Context: an optimization exercise on an open-source flow, tuned for small area and a short achievable clock period. The choices shown serve that exercise and are no tape-out recipe.
Where RTL was checked, it was by simulation tests only, not by an equivalence proof against the original.

==> 09-25: inputs <==
==> flow/design.v <==
module RAM (
	input        clk,
	input        reset,
	input        we,
	input  [5:0] address,
	input  [7:0] wdata,
	output [7:0] rdata
);
	reg [7:0] mem [0:63];
	wire [7:0] lo = 8'd1 << address[2:0];
	wire [7:0] hi = 8'd1 << address[5:3];
	wire [7:0] wd  = reset ? 8'd0 : wdata;
	wire [7:0] wlo = lo | {8{reset}};
	wire [7:0] whi = (hi & {8{we}}) | {8{reset}};
	genvar t, s, b;
	generate
		for (t = 0; t < 8; t = t + 1) begin : row_g
			for (s = 0; s < 8; s = s + 1) begin : col_g
				always @(posedge clk)
					if (wlo[s] && whi[t])
						mem[t*8+s] <= wd;
			end
		end
	endgenerate
	wire [7:0] row [0:7];
	generate
		for (t = 0; t < 8; t = t + 1) begin : rrow_g
			for (b = 0; b < 8; b = b + 1) begin : rbit_g
				AndOr8 col_mux (
					.sel(lo),
					.d({mem[t*8+7][b], mem[t*8+6][b], mem[t*8+5][b], mem[t*8+4][b],
					    mem[t*8+3][b], mem[t*8+2][b], mem[t*8+1][b], mem[t*8+0][b]}),
					.y(row[t][b])
				);
			end
		end
		for (b = 0; b < 8; b = b + 1) begin : rout_g
			AndOr8 row_mux (
				.sel(hi),
				.d({row[7][b], row[6][b], row[5][b], row[4][b],
				    row[3][b], row[2][b], row[1][b], row[0][b]}),
				.y(rdata[b])
			);
		end
	endgenerate
endmodule
module AndOr8 (
	input  [7:0] sel,
	input  [7:0] d,
	output       y
);
	wire n0, n1;
	Aoi222 g0 (.a(sel[2:0]), .b(d[2:0]), .y(n0));
	Aoi222 g1 (.a(sel[5:3]), .b(d[5:3]), .y(n1));
	assign y = ~(n0 & n1) | (sel[6] & d[6]) | (sel[7] & d[7]);
endmodule
module Aoi222 (
	input  [2:0] a,
	input  [2:0] b,
	output       y
);
	assign y = ~|(a & b);
endmodule
module Cache (
	input        clk,
	input        reset,
	input  [5:0] address,
	output       hit
);
	reg [2:0] mru [0:7];
	reg [2:0] lru [0:7];
	reg [7:0] valid;
	wire [2:0] set = address[2:0];
	wire [2:0] tag = address[5:3];
	wire hit_m = valid[set] && (mru[set] == tag);
	wire hit_l = valid[set] && (lru[set] == tag);
	assign hit = hit_m || hit_l;
	genvar g;
	generate
		for (g = 0; g < 8; g = g + 1) begin : set_g
			wire sel = !reset && (set == g);
			always @(posedge clk) begin
				if (reset)
					valid[g] <= 1'b0;
				else if (sel)
					valid[g] <= 1'b1;
				if (sel)
					mru[g] <= tag;
				if (sel && !hit_m)
					lru[g] <= valid[g] ? mru[g] : tag;
			end
		end
	endgenerate
endmodule
module MemorySystem	(
	input clk,
	input reset,
	input RWB,
	input [5:0] address,
	input [7:0] data,
	output hit,
	output [7:0] MemSysOut
);
	wire [7:0] rdata ;
	Cache cache1 (.clk(clk), .reset(reset), .address(address), .hit(hit)) ;
	RAM ram1 (.clk(clk), .reset(reset), .we(RWB), .address(address), .wdata(data), .rdata(rdata)) ;
	assign MemSysOut = RWB ? 8'd0 : rdata ;
endmodule
==> flow/run.sh <==
#!/bin/bash
# synth_recipe.tcl (not shown) runs the flow's synth.tcl, then flattens the netlist and writes it again
# the make line also repeats each setting of config.mk as NAME=value (left out here)
make -C /OpenROAD-flow-scripts/flow DESIGN_CONFIG=/design/flow/config.mk WORK_HOME=/design/flow/orfs CLKGATE_MAP_FILE= SYNTH_SCRIPT=/design/flow/synth_recipe.tcl finish
==> flow/config.mk <==
export PLATFORM = sky130hd
export DESIGN_NAME = MemorySystem
export DESIGN_NICKNAME = MemorySystem
export VERILOG_FILES = /design/flow/design.v
export SDC_FILE = /design/flow/constraint.sdc
export NUM_CORES = 4
export LEC_CHECK = 0
export CAP_MARGIN = 20
export CORE_MARGIN = 2
export CORE_UTILIZATION = 40
export PLACE_DENSITY = 0.6
export SETUP_SLACK_MARGIN = 3.5
export SLEW_MARGIN = 20
export SYNTH_HIERARCHICAL = 1
==> flow/constraint.sdc <==
create_clock -name core_clock -period 10.0 [get_ports {clk}]
set_input_delay 2.0000 -clock core_clock [delete_from_list [all_inputs] [get_ports {clk}]]
set_output_delay 2.0000 -clock core_clock [all_outputs]
set_load 0.01 [all_outputs]
==> 06-10: changes against 09-25 <==
==> flow/design.v, changed modules only <==
module RAM (
	input        clk,
	input        reset,
	input        we,
	input  [7:0] col_oh,
	input  [7:0] row_oh,
	input  [7:0] wdata,
	output [7:0] rdata
);
	reg [7:0] mem [0:63];
	wire [7:0] wd  = reset ? 8'd0 : wdata;
	wire [7:0] wcol_n = ~(col_oh | {8{reset}});
	wire [7:0] wrow_n = ~((row_oh & {8{we}}) | {8{reset}});
	wire [7:0] rrow = row_oh & {8{!we}};
	genvar t, s, b;
	generate
		for (t = 0; t < 8; t = t + 1) begin : row_g
			for (s = 0; s < 8; s = s + 1) begin : col_g
				wire en;
				Nor2 en_g (.a(wcol_n[s]), .b(wrow_n[t]), .y(en));
				always @(posedge clk)
					if (en)
						mem[t*8+s] <= wd;
			end
		end
	endgenerate
	wire [7:0] row [0:7];
	generate
		for (t = 0; t < 8; t = t + 1) begin : rrow_g
			for (b = 0; b < 8; b = b + 1) begin : rbit_g
				AndOr8 col_mux (
					.sel(col_oh),
					.d({mem[t*8+7][b], mem[t*8+6][b], mem[t*8+5][b], mem[t*8+4][b],
					    mem[t*8+3][b], mem[t*8+2][b], mem[t*8+1][b], mem[t*8+0][b]}),
					.y(row[t][b])
				);
			end
		end
		for (b = 0; b < 8; b = b + 1) begin : rout_g
			AndOr8 row_mux (
				.sel(rrow),
				.d({row[7][b], row[6][b], row[5][b], row[4][b],
				    row[3][b], row[2][b], row[1][b], row[0][b]}),
				.y(rdata[b])
			);
		end
	endgenerate
endmodule
module AndOr8 (
	input  [7:0] sel,
	input  [7:0] d,
	output       y
);
	assign y = |(sel & d);
endmodule
module Nor2 (
	input  a,
	input  b,
	output y
);
	assign y = ~(a | b);
endmodule
module Cache (
	input        clk,
	input        reset,
	input  [7:0] set_oh,
	input  [2:0] tag,
	output       hit
);
	reg [2:0] mru [0:7];
	reg [2:0] lru [0:7];
	reg [7:0] valid;
	wire [2:0] mru_s, lru_s;
	wire       valid_s;
	genvar b, g;
	generate
		for (b = 0; b < 3; b = b + 1) begin : sel_g
			AndOr8 mru_mux (
				.sel(set_oh),
				.d({mru[7][b], mru[6][b], mru[5][b], mru[4][b],
				    mru[3][b], mru[2][b], mru[1][b], mru[0][b]}),
				.y(mru_s[b])
			);
			AndOr8 lru_mux (
				.sel(set_oh),
				.d({lru[7][b], lru[6][b], lru[5][b], lru[4][b],
				    lru[3][b], lru[2][b], lru[1][b], lru[0][b]}),
				.y(lru_s[b])
			);
		end
	endgenerate
	AndOr8 valid_mux (.sel(set_oh), .d(valid), .y(valid_s));
	wire hit_m = valid_s && (mru_s == tag);
	wire hit_l = valid_s && (lru_s == tag);
	assign hit = hit_m || hit_l;
	wire [2:0] lru_d = valid_s ? mru_s : tag;
	generate
		for (g = 0; g < 8; g = g + 1) begin : set_g
			always @(posedge clk) begin
				if (reset)
					valid[g] <= 1'b0;
				else if (set_oh[g])
					valid[g] <= 1'b1;
				if (set_oh[g])
					mru[g] <= tag;
				if (set_oh[g] && !hit_m)
					lru[g] <= lru_d;
			end
		end
	endgenerate
endmodule
module MemorySystem	(
	input clk,
	input reset,
	input RWB,
	input [5:0] address,
	input [7:0] data,
	output hit,
	output [7:0] MemSysOut
);
	wire [7:0] set_oh = 8'd1 << address[2:0];
	wire [7:0] tag_oh = 8'd1 << address[5:3];
	Cache cache1 (
		.clk(clk), .reset(reset), .set_oh(set_oh), .tag(address[5:3]), .hit(hit)
	) ;
	RAM ram1 (
		.clk(clk), .reset(reset), .we(RWB), .col_oh(set_oh), .row_oh(tag_oh),
		.wdata(data), .rdata(MemSysOut)
	) ;
endmodule
// module Aoi222 removed
- CAP_MARGIN: 20 -> 5
- CTS_BUF_LIST: default -> sky130_fd_sc_hd__clkbuf_16
- CTS_CLUSTER_DIAMETER: default -> 100
- CTS_CLUSTER_SIZE: default -> 30
- SETUP_SLACK_MARGIN: 3.5 -> 5
- SLEW_MARGIN: 20 -> 5
- TNS_END_PERCENT: default -> 5
==> 09-17: changes against 09-25 <==
==> flow/design.v, changed modules only <==
module RAM (
	input        clk,
	input        reset,
	input        we,
	input  [5:0] address,
	input  [7:0] wdata,
	output [7:0] rdata
);
	reg [7:0] mem [0:63];
	wire [7:0] wd = reset ? 8'd0 : wdata;
	genvar g;
	generate
		for (g = 0; g < 64; g = g + 1) begin : byte_g
			always @(posedge clk)
				if (reset || (we && address == g))
					mem[g] <= wd;
		end
	endgenerate
	assign rdata = mem[address];
endmodule
// module AndOr8 removed
// module Aoi222 removed
- SETUP_SLACK_MARGIN: 3.5 -> default
- SYNTH_HIERARCHICAL: 1 -> default
==> 12-07: changes against 09-25 <==
==> flow/design.v, changed modules only <==
module RAM (
	input        clk,
	input        reset,
	input        we,
	input  [7:0] col_oh,
	input  [7:0] row_oh,
	input  [7:0] wdata,
	output [7:0] rdata
);
	reg [7:0] mem [0:63];
	wire [7:0] wd  = reset ? 8'd0 : wdata;
	wire [7:0] wcol_n = ~(col_oh | {8{reset}});
	wire [7:0] wrow_n = ~((row_oh & {8{we}}) | {8{reset}});
	wire [7:0] rrow = row_oh & {8{!we}};
	genvar t, s, b;
	generate
		for (t = 0; t < 8; t = t + 1) begin : row_g
			for (s = 0; s < 8; s = s + 1) begin : col_g
				wire en;
				Nor2 en_g (.a(wcol_n[s]), .b(wrow_n[t]), .y(en));
				always @(posedge clk)
					if (en)
						mem[t*8+s] <= wd;
			end
		end
	endgenerate
	wire [7:0] row [0:7];
	generate
		for (t = 0; t < 8; t = t + 1) begin : rrow_g
			for (b = 0; b < 8; b = b + 1) begin : rbit_g
				AndOr8 col_mux (
					.sel(col_oh),
					.d({mem[t*8+7][b], mem[t*8+6][b], mem[t*8+5][b], mem[t*8+4][b],
					    mem[t*8+3][b], mem[t*8+2][b], mem[t*8+1][b], mem[t*8+0][b]}),
					.y(row[t][b])
				);
			end
		end
		for (b = 0; b < 8; b = b + 1) begin : rout_g
			AndOr8 row_mux (
				.sel(rrow),
				.d({row[7][b], row[6][b], row[5][b], row[4][b],
				    row[3][b], row[2][b], row[1][b], row[0][b]}),
				.y(rdata[b])
			);
		end
	endgenerate
endmodule
module AndOr8 (
	input  [7:0] sel,
	input  [7:0] d,
	output       y
);
	assign y = |(sel & d);
endmodule
module Nor2 (
	input  a,
	input  b,
	output y
);
	assign y = ~(a | b);
endmodule
module Cache (
	input        clk,
	input        reset,
	input  [7:0] set_oh,
	input  [2:0] tag,
	output       hit
);
	reg [2:0] mru [0:7];
	reg [2:0] lru [0:7];
	reg [7:0] valid;
	wire [2:0] mru_s, lru_s;
	wire       valid_s;
	genvar b, g;
	generate
		for (b = 0; b < 3; b = b + 1) begin : sel_g
			AndOr8 mru_mux (
				.sel(set_oh),
				.d({mru[7][b], mru[6][b], mru[5][b], mru[4][b],
				    mru[3][b], mru[2][b], mru[1][b], mru[0][b]}),
				.y(mru_s[b])
			);
			AndOr8 lru_mux (
				.sel(set_oh),
				.d({lru[7][b], lru[6][b], lru[5][b], lru[4][b],
				    lru[3][b], lru[2][b], lru[1][b], lru[0][b]}),
				.y(lru_s[b])
			);
		end
	endgenerate
	AndOr8 valid_mux (.sel(set_oh), .d(valid), .y(valid_s));
	wire hit_m = valid_s && (mru_s == tag);
	wire hit_l = valid_s && (lru_s == tag);
	assign hit = hit_m || hit_l;
	wire [2:0] lru_d = valid_s ? mru_s : tag;
	generate
		for (g = 0; g < 8; g = g + 1) begin : set_g
			always @(posedge clk) begin
				if (reset)
					valid[g] <= 1'b0;
				else if (set_oh[g])
					valid[g] <= 1'b1;
				if (set_oh[g])
					mru[g] <= tag;
				if (set_oh[g] && !hit_m)
					lru[g] <= lru_d;
			end
		end
	endgenerate
endmodule
module MemorySystem	(
	input clk,
	input reset,
	input RWB,
	input [5:0] address,
	input [7:0] data,
	output hit,
	output [7:0] MemSysOut
);
	wire [7:0] set_oh = 8'd1 << address[2:0];
	wire [7:0] tag_oh = 8'd1 << address[5:3];
	Cache cache1 (
		.clk(clk), .reset(reset), .set_oh(set_oh), .tag(address[5:3]), .hit(hit)
	) ;
	RAM ram1 (
		.clk(clk), .reset(reset), .we(RWB), .col_oh(set_oh), .row_oh(tag_oh),
		.wdata(data), .rdata(MemSysOut)
	) ;
endmodule
// module Aoi222 removed
- CORE_UTILIZATION: 40 -> 70
- CTS_BUF_LIST: default -> sky130_fd_sc_hd__clkbuf_16
- CTS_CLUSTER_DIAMETER: default -> 100
- CTS_CLUSTER_SIZE: default -> 30
- PLACE_DENSITY: 0.6 -> 0.82
- SETUP_SLACK_MARGIN: 3.5 -> 5
- TNS_END_PERCENT: default -> 5
==> comparison table <==
metric	09-17	12-07	09-25	06-10
Outcome	timing/DRC/antenna clean	timing/DRC/antenna clean	timing/DRC/antenna clean	timing/DRC/antenna clean
Final period util	0.893	0.589	0.673	0.585
Yosys warnings	5	12	12	12
Clock buffers	63	23	65	23
Area share of xor/xnor cells in the synthesized design	0.00155	0.00255	0.00248	0.00255
Number of cells traversed by the worst register-to-register path	5	6	6	6
Layout cell share with drive strength beyond 1	0.158	0.184	0.194	0.158
Global-route wire length before repair	114,000 microns	77,500 microns	84,200 microns	77,700 microns
Top Metal Used	met4	met4	met5	met5
Non-clock buffer share of cell area	0.0250	0.0528	0.0478	0.0458
Post-synth top area share	0.743	0.815	0.795	0.815
Critical register-to-register path endpoint	cache1.lru[6][0]$_DFFE_PP_	cache1.lru[0][2]$_DFFE_PP_	cache1.lru[7][0]$_DFFE_PP_	cache1.lru[1][2]$_DFFE_PP_
Critical path data arrival time	6.93 ns	3.89 ns	4.73 ns	3.85 ns
Maximum achievable frequency	112 MHz	170 MHz	149 MHz	171 MHz
Sequential element share of the synthesized area	0.750	0.822	0.802	0.822
Final worst hold slack	0.560 ns	0.507 ns	0.517 ns	0.483 ns
Maximum fanout along the worst path	43	12	12	10
Synth Area in Simple Gates	0.111	0.0550	0.0454	0.0550
Function not checked in 09-25: the RTL went through the layout flow alone.

re-timing with driven ports:
Ports are ideal in the flow. The routed layouts listed here were re-timed in OpenROAD. Step 1 sets driving cells, clkbuf_16 on the clock port and buf_2 on the other inputs (assumed; they add their load-dependent delay and slew). Step 2 adds t to the input delays and takes it off the output delays; t is the mean of the earliest and latest rising clock arrival at the registers after step 1. Input paths then give back, and output paths get back, about the clock's delay inside the block. Three values: no drivers, after step 1, after step 2; two values: the first two.
| run | t (ns) | slack for setup (ns) | worst hold slack (ns) | pins driven straight from the clock port |
|---|---|---|---|---|
| 09-25 | 0.670 | 3.272 / 3.136 / 3.136 | 0.517 / 0.517 / 0.517 | 1 |
| 06-10 | 0.623 | 4.150 / 4.022 / 4.022 | 0.483 / 0.483 / 0.483 | 1 |
| 09-17 | 0.686 | 1.067 / 1.043 / 1.043 | 0.560 / 0.560 / 0.560 | 1 |
| 12-07 | 0.619 | 4.114 / 3.985 / 3.985 | 0.507 / 0.507 / 0.507 | 1 |
After both steps every run listed still meets setup and hold. For 09-25, which loses most, drivers alone change the setup slack by -0.136 ns; drivers and shift together by -0.136 ns.
